What follows belongs to an exercise in optimizing a design on an open flow for small area; a production flow would make more cautious choices.
Function was checked by simulation only, so behaviour that the tests miss may differ from the original.
Power and IR drop assume default switching activity.

==> wip/ember: inputs <==
## router
module router(
  input         clock, input resetn,
  input         pkt_valid, input [7:0] data_in,
  input         read_enb_0, input read_enb_1, input read_enb_2,
  output [7:0]  data_out_0, output [7:0] data_out_1, output [7:0] data_out_2,
  output        vld_out_0,  output vld_out_1,  output vld_out_2,
  output        err, output busy
);
==> module router, before the edit <==
module router(
  input         clock, input resetn,
  input         pkt_valid, input [7:0] data_in,
  input         read_enb_0, input read_enb_1, input read_enb_2,
  output [7:0]  data_out_0, output [7:0] data_out_1, output [7:0] data_out_2,
  output        vld_out_0,  output vld_out_1,  output vld_out_2,
  output        err, output busy
);
  reg [7:0] q0[0:7], q1[0:7], q2[0:7];
  reg [2:0] w0,r0, w1,r1, w2,r2;
  reg [3:0] c0,c1,c2;
  reg [1:0] dest; reg [5:0] remaining;
  reg in_pkt; reg [7:0] parity_acc; reg err_r; reg busy_r;
  assign err=err_r; assign busy=busy_r;
  wire v0 = (c0!=0), v1 = (c1!=0), v2 = (c2!=0);
  assign vld_out_0=v0; assign vld_out_1=v1; assign vld_out_2=v2;
  assign data_out_0 = v0 ? q0[r0] : 8'h00;
  assign data_out_1 = v1 ? q1[r1] : 8'h00;
  assign data_out_2 = v2 ? q2[r2] : 8'h00;
  wire pop0 = read_enb_0 && v0;
  wire pop1 = read_enb_1 && v1;
  wire pop2 = read_enb_2 && v2;
  wire store = in_pkt && pkt_valid && (remaining != 0);
  wire push0 = store && (dest == 2'd0) && (c0 != 4'd8);
  wire push1 = store && (dest == 2'd1) && (c1 != 4'd8);
  wire push2 = store && (dest[1])      && (c2 != 4'd8);
  always @(posedge clock) begin
    if(push0) q0[w0] <= data_in;
    if(push1) q1[w1] <= data_in;
    if(push2) q2[w2] <= data_in;
  end
  always @(posedge clock or negedge resetn) begin
    if(!resetn) begin
      w0<=0;w1<=0;w2<=0; r0<=0;r1<=0;r2<=0; c0<=0;c1<=0;c2<=0;
    end else begin
      if(pop0) r0<=r0+1'b1;
      if(pop1) r1<=r1+1'b1;
      if(pop2) r2<=r2+1'b1;
      if(push0) w0<=w0+1'b1;
      if(push1) w1<=w1+1'b1;
      if(push2) w2<=w2+1'b1;
      c0 <= c0 + {3'b0,push0} - {3'b0,pop0};
      c1 <= c1 + {3'b0,push1} - {3'b0,pop1};
      c2 <= c2 + {3'b0,push2} - {3'b0,pop2};
    end
  end
  always @(posedge clock) begin
    if(!in_pkt && pkt_valid) dest <= data_in[1:0];
  end
  always @(posedge clock or negedge resetn) begin
    if(!resetn) begin
      in_pkt<=1'b0; remaining<=6'd0; parity_acc<=8'h00; err_r<=1'b0; busy_r<=1'b0;
    end else begin
      err_r<=1'b0;
      if(!in_pkt && pkt_valid) begin
        remaining <= data_in[7:2];
        parity_acc <= data_in;
        in_pkt <= 1'b1;
        busy_r <= 1'b1;
      end else if(in_pkt) begin
        if(pkt_valid) begin
          parity_acc <= parity_acc ^ data_in;
          if(remaining != 0) remaining <= remaining - 1'b1;
        end else begin
          err_r <= (parity_acc != data_in);
          in_pkt <= 1'b0;
          busy_r <= 1'b0;
        end
      end
    end
  end
endmodule
make LEC_CHECK=0 CAP_MARGIN=20 CORE_MARGIN=2 CORE_UTILIZATION=40 SLEW_MARGIN=20 finish   # period 3.2 ns
run.sh (not shown) runs the stock make flow with config.mk's settings and CLKGATE_MAP_FILE= SYNTH_SCRIPT=/design/flow/synth_recipe.tcl, a recipe that flattens the netlist after the stock synthesis.
==> inputs of wip/garnet, as changes to wip/ember <==
==> flow/design.v (replaced) <==
`timescale 1ns/1ps
module router_aomux(input [7:0] sel, input [63:0] d, output [7:0] y);
  genvar b;
  generate for (b = 0; b < 8; b = b + 1) begin : g_bit
    assign y[b] = (sel[0] & d[b])      | (sel[1] & d[8+b])  |
                  (sel[2] & d[16+b])   | (sel[3] & d[24+b]) |
                  (sel[4] & d[32+b])   | (sel[5] & d[40+b]) |
                  (sel[6] & d[48+b])   | (sel[7] & d[56+b]);
  end endgenerate
endmodule
module router_fifo(
  input        clock, input resetn,
  input        push_req, input read_enb, input [7:0] data_in,
  output [7:0] data_out, output vld
);
  reg [7:0] q[0:7];
  reg [3:0] s;
  assign vld = s[3];
  wire full = (s == 4'b1000);
  wire push = push_req && !full;
  wire pop  = read_enb && vld;
  wire [7:0] sel;
  genvar k;
  generate for (k = 0; k < 8; k = k + 1) begin : g_sel
    assign sel[k] = vld && (s[2:0] == ~k[2:0]);
  end endgenerate
  router_aomux mux(.sel(sel),
    .d({q[7], q[6], q[5], q[4], q[3], q[2], q[1], q[0]}), .y(data_out));
  integer i;
  always @(posedge clock) begin
    if (push) begin
      q[0] <= data_in;
      for (i = 1; i < 8; i = i + 1) q[i] <= q[i-1];
    end
  end
  always @(posedge clock or negedge resetn) begin
    if (!resetn) s <= 4'd0;
    else s <= s - {3'b0, push} + {3'b0, pop};
  end
endmodule
module router(
  input         clock, input resetn,
  input         pkt_valid, input [7:0] data_in,
  input         read_enb_0, input read_enb_1, input read_enb_2,
  output [7:0]  data_out_0, output [7:0] data_out_1, output [7:0] data_out_2,
  output        vld_out_0,  output vld_out_1,  output vld_out_2,
  output        err, output busy
);
  reg       in_pkt, err_r;
  reg [1:0] dest;
  reg [5:0] remaining;
  reg [7:0] parity_acc;
  assign busy = in_pkt;
  assign err  = err_r;
  wire [7:0] px = parity_acc ^ data_in;
  wire store = in_pkt && pkt_valid && (remaining != 6'd0);
  always @(posedge clock) begin
    parity_acc <= in_pkt ? px : data_in;
    remaining  <= in_pkt ? (remaining - {5'b0, remaining != 6'd0}) : data_in[7:2];
    if (!in_pkt) dest <= data_in[1:0];
  end
  always @(posedge clock or negedge resetn) begin
    if (!resetn) begin
      in_pkt <= 1'b0; err_r <= 1'b0;
    end else begin
      in_pkt <= in_pkt ? pkt_valid : pkt_valid;
      err_r  <= in_pkt && !pkt_valid && (px != 8'h00);
    end
  end
  router_fifo f0(.clock(clock), .resetn(resetn), .push_req(store && dest == 2'd0),
    .read_enb(read_enb_0), .data_in(data_in), .data_out(data_out_0), .vld(vld_out_0));
  router_fifo f1(.clock(clock), .resetn(resetn), .push_req(store && dest == 2'd1),
    .read_enb(read_enb_1), .data_in(data_in), .data_out(data_out_1), .vld(vld_out_1));
  router_fifo f2(.clock(clock), .resetn(resetn), .push_req(store && dest[1]),
    .read_enb(read_enb_2), .data_in(data_in), .data_out(data_out_2), .vld(vld_out_2));
endmodule
==> flow/flow/run.sh (new file) <==
#!/bin/bash
# ORFS layout through the standard.sh, with three changes:
#  - synthesis maps logic with an area-oriented ABC script (flow/abc_area.script);
#    flip-flop mapping, flattening and naming are untouched, so the registers are
#    exactly the standard synthesis's;
#  - port buffers use the smallest buffer cell;
#  - a lean clock tree: fewer, mid-size clock buffers and no dummy loads.
set -euo pipefail
here=$(pwd)
rm -rf "$here/scripts_area"
cp -r "$FLOW_HOME/scripts" "$here/scripts_area"
cp "$here/flow/abc_area.script" "$here/scripts_area/abc_speed.script"
bash standard.sh SCRIPTS_DIR="$here/scripts_area" synth > synth.log 2>&1
export BUFFER_PORTS_ARGS="-buffer_cell sky130_fd_sc_hd__buf_1"
export CTS_ARGS="-sink_clustering_enable -repair_clock_nets -dont_use_dummy_load -buf_list sky130_fd_sc_hd__clkbuf_4 -sink_clustering_size 10 -sink_clustering_max_diameter 50"
bash standard.sh > standard.log 2>&1
==> flow/flow/abc_area.script (new file) <==
strash
dch -f
map -a
topo
==> flow/standard.sh (new file) <==
#!/bin/bash
# synth_recipe.tcl (not shown) runs the flow's synth.tcl, then flattens the netlist and writes it again
# the make line also repeats each setting of config.mk as NAME=value (left out here)
make -C /OpenROAD-flow-scripts/flow DESIGN_CONFIG=/design/flow/config.mk WORK_HOME=/design/flow/orfs CLKGATE_MAP_FILE= SYNTH_SCRIPT=/design/flow/synth_recipe.tcl "${@:-finish}"
Settings changed: CAP_MARGIN 20 to 0, CORE_UTILIZATION 40 to 80, PLACE_DENSITY set to 0.85, SETUP_SLACK_MARGIN set to 0.08, SLEW_MARGIN 20 to 0, SYNTH_HIERARCHICAL set to 1, SYNTH_MINIMUM_KEEP_SIZE set to 0.
removed: flow/run.sh
==> summary.txt <==
| quantity | wip/ember | wip/garnet |
|---|---|---|
| Number of antenna violations at the first check in global routing | 0 | 1 |
| Number of buffers created by CTS | 27 | 26 |
| Area of the multi-input gates | 3260 µm² | 1880 µm² |
| Tightest Pin Transition | 0.952 ns | 0.869 ns |
| Sequential cell fraction of total power | 38.7% | 52.9% |
| Clock-cell share of area | 6.67% | 2.17% |
| Proportion of layout cells with a drive suffix above 1 | 14.7% | 11.1% |
| Post-detail-place hpwl | 14.7 mm | 10.2 mm |
| Total combinational power | 3.64 mW | 1.92 mW |
| Final core occ | 47.9% | 88.2% |
| DR vias | 5951 | 4869 |
| Result of the run | timing/DRC/antenna clean | timing/DRC/antenna clean |
| Clk pwr share | 26.9% | 18.1% |
| Post-Synthesis Cells | 695 | 502 |
| Count of buffers not belonging to the clock network in the layout | 86 | 46 |
| Worst slack at placement | 0.152 ns | 0.674 ns |
| Die Footprint | 27700 µm² | 11200 µm² |
| WL per Instance | 19.9 µm | 22.5 µm |

## port drivers added, routing unchanged
Ports are ideal in the flow. The routed layouts listed here were re-timed in OpenROAD. Step 1 (the two cells are an assumption about what drives the block):
set clk [get_ports {clock}]
set_driving_cell -lib_cell sky130_fd_sc_hd__clkbuf_16 $clk
set_driving_cell -lib_cell sky130_fd_sc_hd__buf_2 [delete_from_list [all_inputs] $clk]
Step 2 also shifts input and output timing later by t, the mid clock arrival at the registers, as if the neighbouring blocks saw the same clock. Three values: ideal ports, drivers, drivers and shift; two values: the first two.
| run | shift t [ns] | slack for setup (ns) | worst register clock-pin slew, ns |
|---|---|---|---|
| wip/ember | 0.574 | 0.130 / 0.085 / 0.134 | 0.06 / 0.06 |
| wip/garnet | 0.639 | 0.159 / 0.120 / 0.759 | 0.12 / 0.12 |
After both steps setup and hold are still met in every run listed.
